What follows belongs to an exercise in optimizing a design on an open flow for small area; a production flow would make more cautious choices. No functional check of the RTL was part of this run. No activity file was given, so power comes from the tool's default toggle rates.

==> flow/design.v <==
module dirc_updater(
    input [1:0] dirc,
    input [6:0] x, y,
    output [6:0] update_x, update_y
);
    wire [6:0] c = dirc[1] ? y : x;
    wire [6:0] n = dirc[0] ? ((c == 7'd74) ? 7'd0 : c + 7'd1)
                           : ((c == 7'd0) ? 7'd74 : c - 7'd1);
    assign update_x = dirc[1] ? x : n;
    assign update_y = dirc[1] ? n : y;
endmodule
module rand_core(
    input             clk,
    input             rstn,
    input             new_en,
    output reg [31:0] rand_code,
    output reg [6:0]  rand_x,      
    output reg [6:0]  rand_y       
);
parameter seed = 32'h3ecd12;
parameter feedback = 32'h280c97;
reg new_d;
wire feedback_item = ^( feedback & rand_code );
function [6:0] half75(input [6:0] r, input b);
    half75 = { 1'b0, r[6:1] } + ( ( r[0] == b ) ? 7'd0 : ( b ? 7'd37 : 7'd38 ) );
endfunction
function [6:0] top75(input [6:0] h, input t);
    top75 = t ? ( ( h >= 7'd7 ) ? h - 7'd7 : h + 7'd68 ) : h;
endfunction
always @( posedge clk ) begin
    if( !rstn )
        new_d <= 1'b0;
    else
        new_d <= new_en;
end
always @( posedge clk ) begin
    if( !rstn ) begin
        rand_code <= seed;
        rand_x <= seed[31:16] % 75;
        rand_y <= seed[15:0] % 75;
    end
    else if( ~new_d & new_en ) begin
        rand_code <= { feedback_item, rand_code[31:1] };
        rand_x <= top75( half75( rand_x, rand_code[16] ), feedback_item );
        rand_y <= top75( half75( rand_y, rand_code[0] ), rand_code[16] );
    end
end
endmodule
`timescale 1ns / 1ps
module play_core #(
    parameter time_per_step = 200,
    parameter time_per_food = 3,
    parameter total_food = 36,
    parameter food_a_color = 12'h48F,
    parameter food_b_color = 12'h00F,
    parameter WRITE_SNAKE = 2'b00,
    parameter UPDATE_SNAKE = 2'b01,
    parameter PAUSING = 2'b10,
    parameter GAME_OVER = 2'b11,
    parameter IDLE = 5'b00000,
    parameter DEL_TAILA = 5'b00001,
    parameter DEL_TAILB = 5'b00010,
    parameter PNT_TAILA = 5'b00011,
    parameter PNT_TAILB = 5'b00100,
    parameter PNT_HEADA = 5'b00101,
    parameter PNT_HEADB = 5'b00110,
    parameter JUG_EATA = 5'b00111,
    parameter JUG_EATB = 5'b01000,
    parameter CHANGE_DIRC_TAILA = 5'b01001,
    parameter CHANGE_DIRC_TAILB = 5'b01010,
    parameter EXT_TAILA = 5'b01011,
    parameter GET_INFO_TAILA = 5'b01100,
    parameter CHANGE_TO_TAILB = 5'b01101,
    parameter GET_INFO_TAILB = 5'b01110,
    parameter EXT_TAILB = 5'b01111,
    parameter SET_FOOD = 5'b10000,
    parameter GET_INFO_FOOD = 5'b10001,
    parameter JUG_FOOD_LOCTION = 5'b10010,
    parameter CHANGE_DIRC = 5'b10011,
    parameter LOCK_A = 5'b10100,
    parameter LOCK_B = 5'b10101,
    parameter LOCK = 5'b10110
)(
    input clk,
    input rst,
    input play, pause,
    input [11:0] head_a_color, head_b_color,
    input [11:0] body_a_color, body_b_color,
    input BTNL_a, BTNR_a, BTNU_a, BTND_a,
    input BTNL_b, BTNR_b, BTNU_b, BTND_b,
    input [15:0] rdata,
    output reg [1:0] who_win,
    output reg over,
    output [31:0] len_a, len_b,
    output [2:0] food_time_out,
    output reg [5:0] food_count,
    output wire [12:0] waddr,
    output reg [15:0] wdata,
    output reg we
);
    reg [1:0] state;
    reg paint_a;
    reg [4:0] update_state;
    reg [31:0] time_count;
    reg [6:0] head_a_x, tail_a_x, head_b_x, tail_b_x, write_x;
    reg [6:0] head_a_y, tail_a_y, head_b_y, tail_b_y, write_y;
    reg [1:0] dirc_a, dirc_b;
    reg [1:0] tail_dirc_b;
    reg [10:0] len_a_r, len_b_r;
    assign len_a = { 21'd0, len_a_r };
    assign len_b = { 21'd0, len_b_r };
    reg [1:0] dirc;
    reg [6:0] ptr_x, ptr_y;
    wire [6:0] uptr_x, uptr_y;
    dirc_updater updater( dirc, ptr_x, ptr_y, uptr_x, uptr_y );
    reg s1, s2, s3;
    wire play_PS = s2 & (~s3);
    always@(posedge clk)begin
        if ( rst ) begin
            s1 <= 0;
            s2 <= 0;
            s3 <= 0;
        end
        else begin
            s1 <= play;
            s2 <= s1;
            s3 <= s2;
        end
    end
    always @(*) begin
        case ( update_state )
            IDLE: begin
                dirc = { 1'b1, ~paint_a };
                ptr_x = write_x; ptr_y = write_y;
            end
            PNT_TAILA: begin
                dirc = rdata[3:2];
                ptr_x = tail_a_x; ptr_y = tail_a_y;
            end
            PNT_TAILB: begin
                dirc = rdata[3:2];
                ptr_x = tail_b_x; ptr_y = tail_b_y;
            end
            PNT_HEADA: begin
                dirc = dirc_a;
                ptr_x = head_a_x; ptr_y = head_a_y;
            end
            PNT_HEADB: begin
                dirc = dirc_b;
                ptr_x = head_b_x; ptr_y = head_b_y;
            end
            CHANGE_DIRC_TAILA: begin
                dirc = { rdata[3], ~rdata[2] };
                ptr_x = tail_a_x; ptr_y = tail_a_y;
            end
            CHANGE_TO_TAILB: begin
                dirc = tail_dirc_b;
                ptr_x = tail_b_x; ptr_y = tail_b_y;
            end
            default: begin
                dirc = { wdata[3], ~wdata[2] };
                ptr_x = write_x; ptr_y = write_y;
            end
        endcase
    end
    reg eaten;
    reg [4:0] eat_a, eat_b;
    reg [2:0] ft_hi;
    reg [3:0] ft_lo;
    wire [6:0] food_time = { ft_hi, ft_lo };
    wire [31:0] rand_num;
    wire [6:0] rand_x, rand_y;
    assign food_time_out = ft_hi;
    rand_core rand_gen(
        clk, ~rst,
        time_count[1:0] == 2'b00,
        rand_num, rand_x, rand_y
    );
    assign waddr = write_x +
        { write_y, 6'b000000 } + { write_y, 3'b000 } +
        { write_y, 1'b0 } + write_y;
    wire [1:0] len_cmp = ( len_a_r == len_b_r ) ? 2'b11 :
                         ( len_a_r < len_b_r ) ? 2'b01 : 2'b10;
    wire expire = ( time_count[31:8] == 24'd0 ) &&
                  ( time_count[7:0] == 8'd92 + { food_count, 1'b0 } + food_count );
    always @( posedge clk ) begin
        if ( rst ) begin
            state <= GAME_OVER;
            we <= 0;
            over <= 0;
            write_x <= 0; write_y <= 0;
            ft_hi <= 0;
            who_win <= 0;
            len_a_r <= 0; len_b_r <= 0;
            food_count <= 0;
        end
        else
        case ( state )
            GAME_OVER: begin
                over <= 0;
                we <= 0;
                if ( play_PS ) begin
                    state <= WRITE_SNAKE;
                    len_a_r <= 25; len_b_r <= 25;
                    write_x <= 25; write_y <= 49;
                    we <= 1;
                end
            end
            WRITE_SNAKE: begin
                if ( paint_a ) begin
                    if ( write_y == 25 ) write_x <= 49;
                    else write_y <= uptr_y;
                end
                else begin
                    if ( write_y == 49 ) begin
                        we <= 0;
                        state <= UPDATE_SNAKE;
                    end
                    else write_y <= uptr_y;
                end
            end
            UPDATE_SNAKE: begin
                if ( pause && ( update_state == CHANGE_DIRC || update_state == LOCK_A ) )
                    state <= PAUSING;
                case ( update_state )
                    IDLE: begin
                        we <= 0;
                        who_win <= 0;
                        food_count <= total_food;
                        ft_hi <= 0;
                    end
                    DEL_TAILA: begin
                        we <= 1;
                        write_x <= tail_a_x; write_y <= tail_a_y;
                    end
                    DEL_TAILB: begin
                        write_x <= tail_b_x; write_y <= tail_b_y;
                    end
                    PNT_TAILA: begin
                        write_x <= head_a_x; write_y <= head_a_y;
                    end
                    PNT_TAILB: begin
                        write_x <= head_b_x; write_y <= head_b_y;
                    end
                    PNT_HEADA, PNT_HEADB, CHANGE_TO_TAILB: begin
                        write_x <= uptr_x; write_y <= uptr_y;
                    end
                    JUG_EATA: begin
                        if ( rdata[1:0] == 2'b01 || rdata[1:0] == 2'b10 ) who_win <= 2'b01;
                        if ( rdata[1:0] == 2'b11 && rdata[2] ) ft_hi <= 0;
                        write_x <= tail_a_x; write_y <= tail_a_y;
                        we <= 0;
                    end
                    JUG_EATB: begin
                        case ( rdata[1:0] )
                            2'b00: begin
                                if ( who_win[0] ) over <= 1;
                            end
                            2'b01: begin
                                if ( who_win[0] || ( head_a_x == head_b_x && head_a_y == head_b_y ) )
                                    who_win <= len_cmp;
                                else who_win <= 2'b10;
                                over <= 1;
                            end
                            2'b10: begin
                                if ( who_win[0] ) who_win <= len_cmp;
                                else who_win <= 2'b10;
                                over <= 1;
                            end
                            2'b11: begin
                                if ( rdata[2] ) ft_hi <= 0;
                                if ( who_win[0] ) over <= 1;
                            end
                        endcase
                        if ( rdata[1:0] != 2'b00 && rdata[1:0] != 2'b11 || who_win[0] )
                            state <= GAME_OVER;
                        write_x <= tail_b_x; write_y <= tail_b_y;
                    end
                    CHANGE_DIRC_TAILA: begin
                        we <= 1;
                        write_x <= uptr_x; write_y <= uptr_y;
                    end
                    EXT_TAILA: begin
                        if ( !( eat_a == 0 || rdata[1:0] != 2'b00 ) ) begin
                            write_x <= uptr_x; write_y <= uptr_y;
                            len_a_r <= len_a_r + 1;
                        end
                    end
                    EXT_TAILB: begin
                        if ( !( eat_b == 0 || rdata[1:0] != 2'b00 ) ) begin
                            write_x <= uptr_x; write_y <= uptr_y;
                            len_b_r <= len_b_r + 1;
                        end
                    end
                    SET_FOOD: begin
                        if ( eaten ) begin
                            if ( food_count == 0 ) begin
                                who_win <= len_cmp;
                                state <= GAME_OVER;
                                over <= 1;
                            end
                            else begin
                                we <= 0;
                                food_count <= food_count - 1;
                                ft_hi <= ( food_count[1:0] == 2'b01 ) ? 3'b111 : 3'b000;
                                write_x <= rand_x;
                                write_y <= rand_y;
                            end
                        end
                        else begin
                            we <= 0;
                            if ( food_count[1:0] == 2'b00 && food_time != 0 )
                                ft_hi <= ft_hi - ( ft_lo == 0 );
                        end
                    end
                    JUG_FOOD_LOCTION: begin
                        if ( rdata[1] | rdata[0] ) begin
                            write_x <= rand_x;
                            write_y <= rand_y;
                        end
                        else we <= 1;
                    end
                    CHANGE_DIRC: we <= 0;
                    default: ;
                endcase
            end
            PAUSING: begin
                if ( play_PS ) state <= UPDATE_SNAKE;
            end
        endcase
    end
    always @( posedge clk ) begin
        case ( state )
            GAME_OVER: begin
                update_state <= LOCK;
                if ( play_PS ) begin
                    paint_a <= 1;
                    update_state <= IDLE;
                    head_a_x <= 25; tail_a_x <= 25; head_b_x <= 49; tail_b_x <= 49;
                    head_a_y <= 49; tail_a_y <= 25; head_b_y <= 25; tail_b_y <= 49;
                    dirc_a <= 2'b11; dirc_b <= 2'b10;
                    wdata <= { head_a_color, 4'b1101 };
                end
            end
            WRITE_SNAKE: begin
                if ( paint_a ) begin
                    if ( write_y == 25 ) begin
                        wdata <= { head_b_color, 4'b1010 };
                        paint_a <= 0;
                    end
                    else wdata <= { body_a_color, 4'b1101 };
                end
                else begin
                    if ( write_y == 49 ) update_state <= IDLE;
                    else wdata <= { body_b_color, 4'b1010 };
                end
            end
            UPDATE_SNAKE: begin
                if ( expire ) update_state <= DEL_TAILA;
                case ( update_state )
                    IDLE: begin
                        eaten <= 1;
                        ft_lo <= 0;
                        eat_a <= 0; eat_b <= 0;
                    end
                    DEL_TAILA: begin
                        wdata <= 0;
                        update_state <= DEL_TAILB;
                    end
                    DEL_TAILB: begin
                        wdata <= 0;
                        update_state <= PNT_TAILA;
                    end
                    PNT_TAILA: begin
                        wdata <= { body_a_color, dirc_a, 2'b01 };
                        tail_a_x <= uptr_x; tail_a_y <= uptr_y;
                        update_state <= PNT_TAILB;
                    end
                    PNT_TAILB: begin
                        wdata <= { body_b_color, dirc_b, 2'b10 };
                        tail_b_x <= uptr_x; tail_b_y <= uptr_y;
                        update_state <= PNT_HEADA;
                    end
                    PNT_HEADA: begin
                        wdata <= { head_a_color, dirc_a, 2'b01 };
                        head_a_x <= uptr_x; head_a_y <= uptr_y;
                        update_state <= PNT_HEADB;
                    end
                    PNT_HEADB: begin
                        wdata <= { head_b_color, dirc_b, 2'b10 };
                        head_b_x <= uptr_x; head_b_y <= uptr_y;
                        update_state <= JUG_EATA;
                    end
                    JUG_EATA: begin
                        if ( rdata[1:0] == 2'b11 ) begin
                            eaten <= 1;
                            if ( rdata[2] ) begin
                                eat_a <= { 1'b1, food_time[6:3] };
                                ft_lo <= 0;
                            end
                            else eat_a <= 16;
                        end
                        update_state <= JUG_EATB;
                    end
                    JUG_EATB: begin
                        if ( rdata[1:0] == 2'b11 ) begin
                            eaten <= 1;
                            if ( rdata[2] ) begin
                                eat_b <= { 1'b1, food_time[6:3] };
                                ft_lo <= 0;
                            end
                            else eat_b <= 16;
                        end
                        update_state <= CHANGE_DIRC_TAILA;
                    end
                    CHANGE_DIRC_TAILA: begin
                        wdata <= rdata;
                        update_state <= CHANGE_DIRC_TAILB;
                    end
                    CHANGE_DIRC_TAILB: begin
                        tail_dirc_b <= { rdata[3], ~rdata[2] };
                        update_state <= EXT_TAILA;
                    end
                    EXT_TAILA: begin
                        if ( eat_a == 0 || rdata[1:0] != 2'b00 ) begin
                            wdata <= rdata;
                            eat_a <= 0;
                            update_state <= CHANGE_TO_TAILB;
                        end
                        else begin
                            tail_a_x <= write_x; tail_a_y <= write_y;
                            eat_a <= eat_a - 1;
                            update_state <= GET_INFO_TAILA;
                        end
                    end
                    GET_INFO_TAILA: update_state <= EXT_TAILA;
                    CHANGE_TO_TAILB: begin
                        wdata <= { body_b_color,
                            tail_dirc_b[1], ~tail_dirc_b[0], 2'b10 };
                        update_state <= GET_INFO_TAILB;
                    end
                    GET_INFO_TAILB: update_state <= EXT_TAILB;
                    EXT_TAILB: begin
                        if ( eat_b == 0 || rdata[1:0] != 2'b00 ) begin
                            wdata <= rdata;
                            eat_b <= 0;
                            update_state <= SET_FOOD;
                        end
                        else begin
                            tail_b_x <= write_x; tail_b_y <= write_y;
                            eat_b <= eat_b - 1;
                            update_state <= GET_INFO_TAILB;
                        end
                    end
                    SET_FOOD: begin
                        if ( eaten ) begin
                            if ( food_count != 0 ) begin
                                eaten <= 0;
                                if ( food_count[1:0] == 2'b01 ) begin
                                    ft_lo <= 4'b1111;
                                    wdata <= { food_b_color, 4'b0111 };
                                end
                                else begin
                                    ft_lo <= 4'b0000;
                                    wdata <= { food_a_color, 4'b0011 };
                                end
                                update_state <= GET_INFO_FOOD;
                            end
                        end
                        else begin
                            if ( food_count[1:0] == 2'b00 && food_time != 0 )
                                ft_lo <= ft_lo - 1;
                            update_state <= CHANGE_DIRC;
                        end
                    end
                    GET_INFO_FOOD: update_state <= JUG_FOOD_LOCTION;
                    JUG_FOOD_LOCTION: begin
                        if ( rdata[1] | rdata[0] ) update_state <= GET_INFO_FOOD;
                        else update_state <= CHANGE_DIRC;
                    end
                    CHANGE_DIRC: begin
                        if ( dirc_a[1] ) begin
                            if ( BTNL_a ) begin
                                dirc_a <= 2'b00;
                                update_state <= LOCK_A;
                            end
                            else if ( BTNR_a ) begin
                                dirc_a <= 2'b01;
                                update_state <= LOCK_A;
                            end
                        end
                        else begin
                            if ( BTNU_a ) begin
                                dirc_a <= 2'b10;
                                update_state <= LOCK_A;
                            end
                            else if ( BTND_a ) begin
                                dirc_a <= 2'b11;
                                update_state <= LOCK_A;
                            end
                        end
                        if ( dirc_b[1] ) begin
                            if ( BTNL_b ) begin
                                dirc_b <= 2'b00;
                                update_state <= LOCK_B;
                            end
                            else if ( BTNR_b ) begin
                                dirc_b <= 2'b01;
                                update_state <= LOCK_B;
                            end
                        end
                        else begin
                            if ( BTNU_b ) begin
                                dirc_b <= 2'b10;
                                update_state <= LOCK_B;
                            end
                            else if ( BTND_b ) begin
                                dirc_b <= 2'b11;
                                update_state <= LOCK_B;
                            end
                        end
                    end
                    LOCK_A: begin
                        if ( dirc_b[1] ) begin
                            if ( BTNL_b ) begin
                                dirc_b <= 2'b00;
                                update_state <= LOCK;
                            end
                            else if ( BTNR_b ) begin
                                dirc_b <= 2'b01;
                                update_state <= LOCK;
                            end
                        end
                        else begin
                            if ( BTNU_b ) begin
                                dirc_b <= 2'b10;
                                update_state <= LOCK;
                            end
                            else if ( BTND_b ) begin
                                dirc_b <= 2'b11;
                                update_state <= LOCK;
                            end
                        end
                    end
                    LOCK_B: begin
                        if ( dirc_a[1] ) begin
                            if ( BTNL_a ) begin
                                dirc_a <= 2'b00;
                                update_state <= LOCK;
                            end
                            else if ( BTNR_a ) begin
                                dirc_a <= 2'b01;
                                update_state <= LOCK;
                            end
                        end
                        else begin
                            if ( BTNU_a ) begin
                                dirc_a <= 2'b10;
                                update_state <= LOCK;
                            end
                            else if ( BTND_a ) begin
                                dirc_a <= 2'b11;
                                update_state <= LOCK;
                            end
                        end
                    end
                    default: ;
                endcase
            end
            default: ;
        endcase
    end
    always @( posedge clk ) begin
        if ( rst || state == GAME_OVER || state == WRITE_SNAKE )
            time_count <= 0;
        else if ( state == UPDATE_SNAKE ) begin
            if ( expire ) time_count <= 1;
            else time_count <= time_count + 1;
        end
    end
endmodule
==> flow/run.sh <==
#!/bin/bash
# synth_recipe.tcl (not shown) runs the flow's synth.tcl, then flattens the netlist and writes it again
# the make line also repeats each setting of config.mk as NAME=value (left out here)
make -C /OpenROAD-flow-scripts/flow DESIGN_CONFIG=/design/flow/config.mk WORK_HOME=/design/flow/orfs CLKGATE_MAP_FILE= SYNTH_SCRIPT=/design/flow/synth_recipe.tcl finish
==> flow/config.mk <==
export PLATFORM = sky130hd
export DESIGN_NAME = play_core
export DESIGN_NICKNAME = play_core
export VERILOG_FILES = /design/flow/design.v
export SDC_FILE = /design/flow/constraint.sdc
export NUM_CORES = 4
export LEC_CHECK = 0
export ABC_AREA = 1
export CAP_MARGIN = 20
export CORE_MARGIN = 2
export CORE_UTILIZATION = 60
export PLACE_DENSITY = 0.75
export SLEW_MARGIN = 20
==> flow/constraint.sdc <==
create_clock -name core_clock -period 12.0 [get_ports {clk}]
set_input_delay 2.4000 -clock core_clock [delete_from_list [all_inputs] [get_ports {clk}]]
set_output_delay 2.4000 -clock core_clock [all_outputs]
set_load 0.01 [all_outputs]
==> qor.txt <==
outcome -> no timing/DRC/antenna violations
Tot Pwr -> 5.27 mW
Mean Syn Cell Area -> 7.28 um2
# hold bufs at CTS -> 0
count of final max-slew check failures -> 0
Worst-Skew Late Latency -> 560 ps
Post-Synthesis Cells -> 2227
largest net degree at the start of global routing -> 48
most used cell along the critical path -> a21oi_1
IO Port Bufs -> 139
clk_skew -> 21.8 ps
crit path max fanout -> 9
Die Span X -> 168 um
Yosys top cell by area -> edfxtp_1
WS Path Type -> register to primary output
CTS tree -> built
first-pass GRT wire length -> 83.2 mm
Power Dens Cells -> 283 nW/um2
nets -> 2523
RSZ-0062 raised after global routing -> no
initial antenna violation count -> 0
drt initial violations -> 2161
ANT nets after route -> 0
worst ir drop on vdd -> 154 uV
ys flop type -> dfxtp_1
DP Area -> 17700 um2
worst min path class -> register to register
routed len/inst -> 19.7 um
area of the mapped netlist -> 16200 um2
top sig layer -> met4
part of the cycle the worst path needs -> 0.605
Max Cap Viol -> 0
transition time of the tightest slew-check pin -> 1110 ps
register area share after synthesis -> 0.348
worst hold slack -> 440 ps
grt total ovfl -> 0
CP arrival -> 4860 ps
Place WS -> 5340 ps
cts repair resizes -> 0
CP Capture Type -> primary output
DRC -> 0
Fill cells -> 2262
Crit-path slowest cell -> dfxtp_1
Worst R2R Setup Slack -> 6790 ps
metal3 WL -> 6.19 mm
Die Ht -> 168 um
Fin. Hold Viols -> 0
P_leak -> 8.04 nW
vias in the first global route -> 15.5k
Fin Setup TNS -> 0 ps
Commonest cells post-synth -> 470 x nand2_1, 265 x inv_1, 253 x nor2_1, 141 x nand3_1, 136 x a21oi_1
Slew headroom -> 0.251
# IOs -> 182
CTS Buf Count -> 26
Clock Tree Buf Depth -> 3
routability congestion estimate -> 1.04
Fmax achieved -> 0.138 GHz
WL final -> 53.2 mm
most common cell in the netlist -> nand2_1
async set-reset flop share out of synthesis -> 0
met1 wire length -> 21.6 mm
EDFF count, synth -> 99
Worst EP required -> 9600 ps
Critical Path Start Type -> register
core area -> 26700 um2
Detailed Routing Iterations Pass 1 -> 6
setup repair bufs after CTS -> 0
Yosys reg bits -> 232
via density per instance -> 6.03
routed length on met2 -> 23.5 mm
layout cell share with drive strength beyond 1 -> 0.0568
Tot GR Track Use -> 0.368
Final Cell Area -> 18600 um2
clock sinks -> 232
crit path cell chain -> fa_1 -> fa_1 -> fa_1 -> ha_1 -> a21oi_1 -> inv_1 -> a21oi_1 -> o21ai_0 -> a21oi_1 -> o21ai_0 -> a21oi_1 -> xor2_1 -> clkdlybuf4s50_1
final worst slack -> 4740 ps
n_diodes -> 0
Yosys cell types -> 63
min Tclk post-route -> 7260 ps
Setup violations, final -> 0
Root Driver -> clkbuf_16
Reg clk slew, reported paths -> 60 ps
H-tree level count -> 1
full die area -> 28300 um2
site row count -> 60
max incr delay on CP -> 610 ps
leading post-synthesis cells by cell area -> edfxtp_1 18%, dfxtp_1 16%, nand2_1 11%
post-synth top area share -> 0.183
total number of vias -> 16.3k
area grow syn2layout -> 14.8%
Post-DP HPWL -> 39.2 mm
Synth Warn # -> 2
Starting Density -> 0.606
layout make-up:
cell class                      instances  area, um2  area share
Clock buffer                           37        785      0.0422
Clock inverter                         11        134     0.00719
Inverter                              285       1070      0.0575
Multi-Input combinational cell       1641       9050       0.486
Sequential cell                       232       5640       0.303
Tap cell                              341        427      0.0229
Timing Repair Buffer                  155       1510      0.0812
critical path: cells and delay by family, from the launching register on:
family | cells | cell delay, ps
AO/OA/AOI/OAI | 6 | 1040
XOR/XNOR | 1 | 170
adder cells (fa/ha/maj) | 4 | 1900
buffers and inverters | 2 | 600
flip-flops | 1 | 610
path summary, 6_finish.rpt:
check | from | cells past startpoint | to
hold / removal | s1 | 2 | s2
hold reg to reg | s1 | 2 | s2
setup reg to reg | update_state[2] | 19 | head_a_y[0]
setup / recovery | write_y[3] | 13 | waddr[12]
placed cells by master, fill, tap and decap left out, types with 5 or more instances in the layout:
cell type	instances
nand2_1	470
inv_1	264
nor2_1	252
nand3_1	141
clkdlybuf4s50_1	139
a21oi_1	134
dfxtp_1	133
o21ai_0	126
edfxtp_1	99
ha_1	89
conb_1	42
nor3_1	41
xor2_1	39
o22ai_1	31
clkbuf_16	28
nand4_1	24
xnor2_1	24
nor4_1	20
a221oi_1	20
o211ai_1	18
a31oi_1	17
fa_1	16
buf_4	16
inv_2	15
nand2_2	15
nor2_2	14
a211oi_1	11
o2111ai_1	10
clkinv_1	8
or2_2	8
nor3b_1	7
o221ai_1	6
o31ai_1	6
o21ai_1	6
a22oi_1	5
clkbuf_8	5
flip-flops by register name, indices dropped and copies added, names as in the netlist, 11 cells and up:
signal and count:
wdata 16, time_count 32, len_a_r 11, len_b_r 11, rand_gen.rand_code 32
stage by stage:
stage          std cells   util
3_3_place_gp        2654  0.662
5_1_grt             2702  0.696
4_1_cts             2702  0.696
6_report            2702  0.696
3_5_place_dp        2654  0.662
2_1_floorplan       2268      -
logic make-up after synthesis:
family / Yosys count / share of synthesized area
AOI/OAI and AO/OA: 413 / 0.151
xor gates and xnor gates: 63 / 0.0340
adders and majority gates: 106 / 0.0892
buffers and inverters: 395 / 0.106
DFF: 232 / 0.348
other: 1 / 0.000231
and+or+nand+nor: 1017 / 0.272
routing by layer:
metal	vias up	GRT usage
li1	7635	-
met1	7483	0.496
met2	1018	0.586
met3	168	0.0849
met4	0	0.125
met5	-	0
power breakdown:
group	switching (mW)	leakage [nW]	total, mW	internal, mW
clock	0.341	0.445	0.842	0.501
sequential	0.211	2.00	1.35	1.14
combinational	2.08	5.59	3.07	0.994

==> port drivers added, routing unchanged <==
How much do the figures lean on ideal ports? The routed layout below was timed once more, with nothing changed but the port constraints.
Step 1: set_driving_cell puts a clkbuf_16 on clk and a buf_2 on each other input, an assumption about the parent block.
Step 2 times the ports against the registers' clock, not the clock port: input delays grow and output delays shrink by t, the midpoint of the rising clock arrivals with the driver on.
a / b / c = no drivers / after step 1 / after step 2; a / b = the first two.
t (ns): 0.604
setup WS [ns]: 4.744 / 4.689 / 5.293
hold slack, ns: 0.440 / 0.440 / 0.440
worst register clock-pin slew, ns: 0.07 / 0.07
After both steps this run still meets setup and hold. For this run, drivers alone change the setup slack by -0.055 ns; drivers and shift together by +0.549 ns.
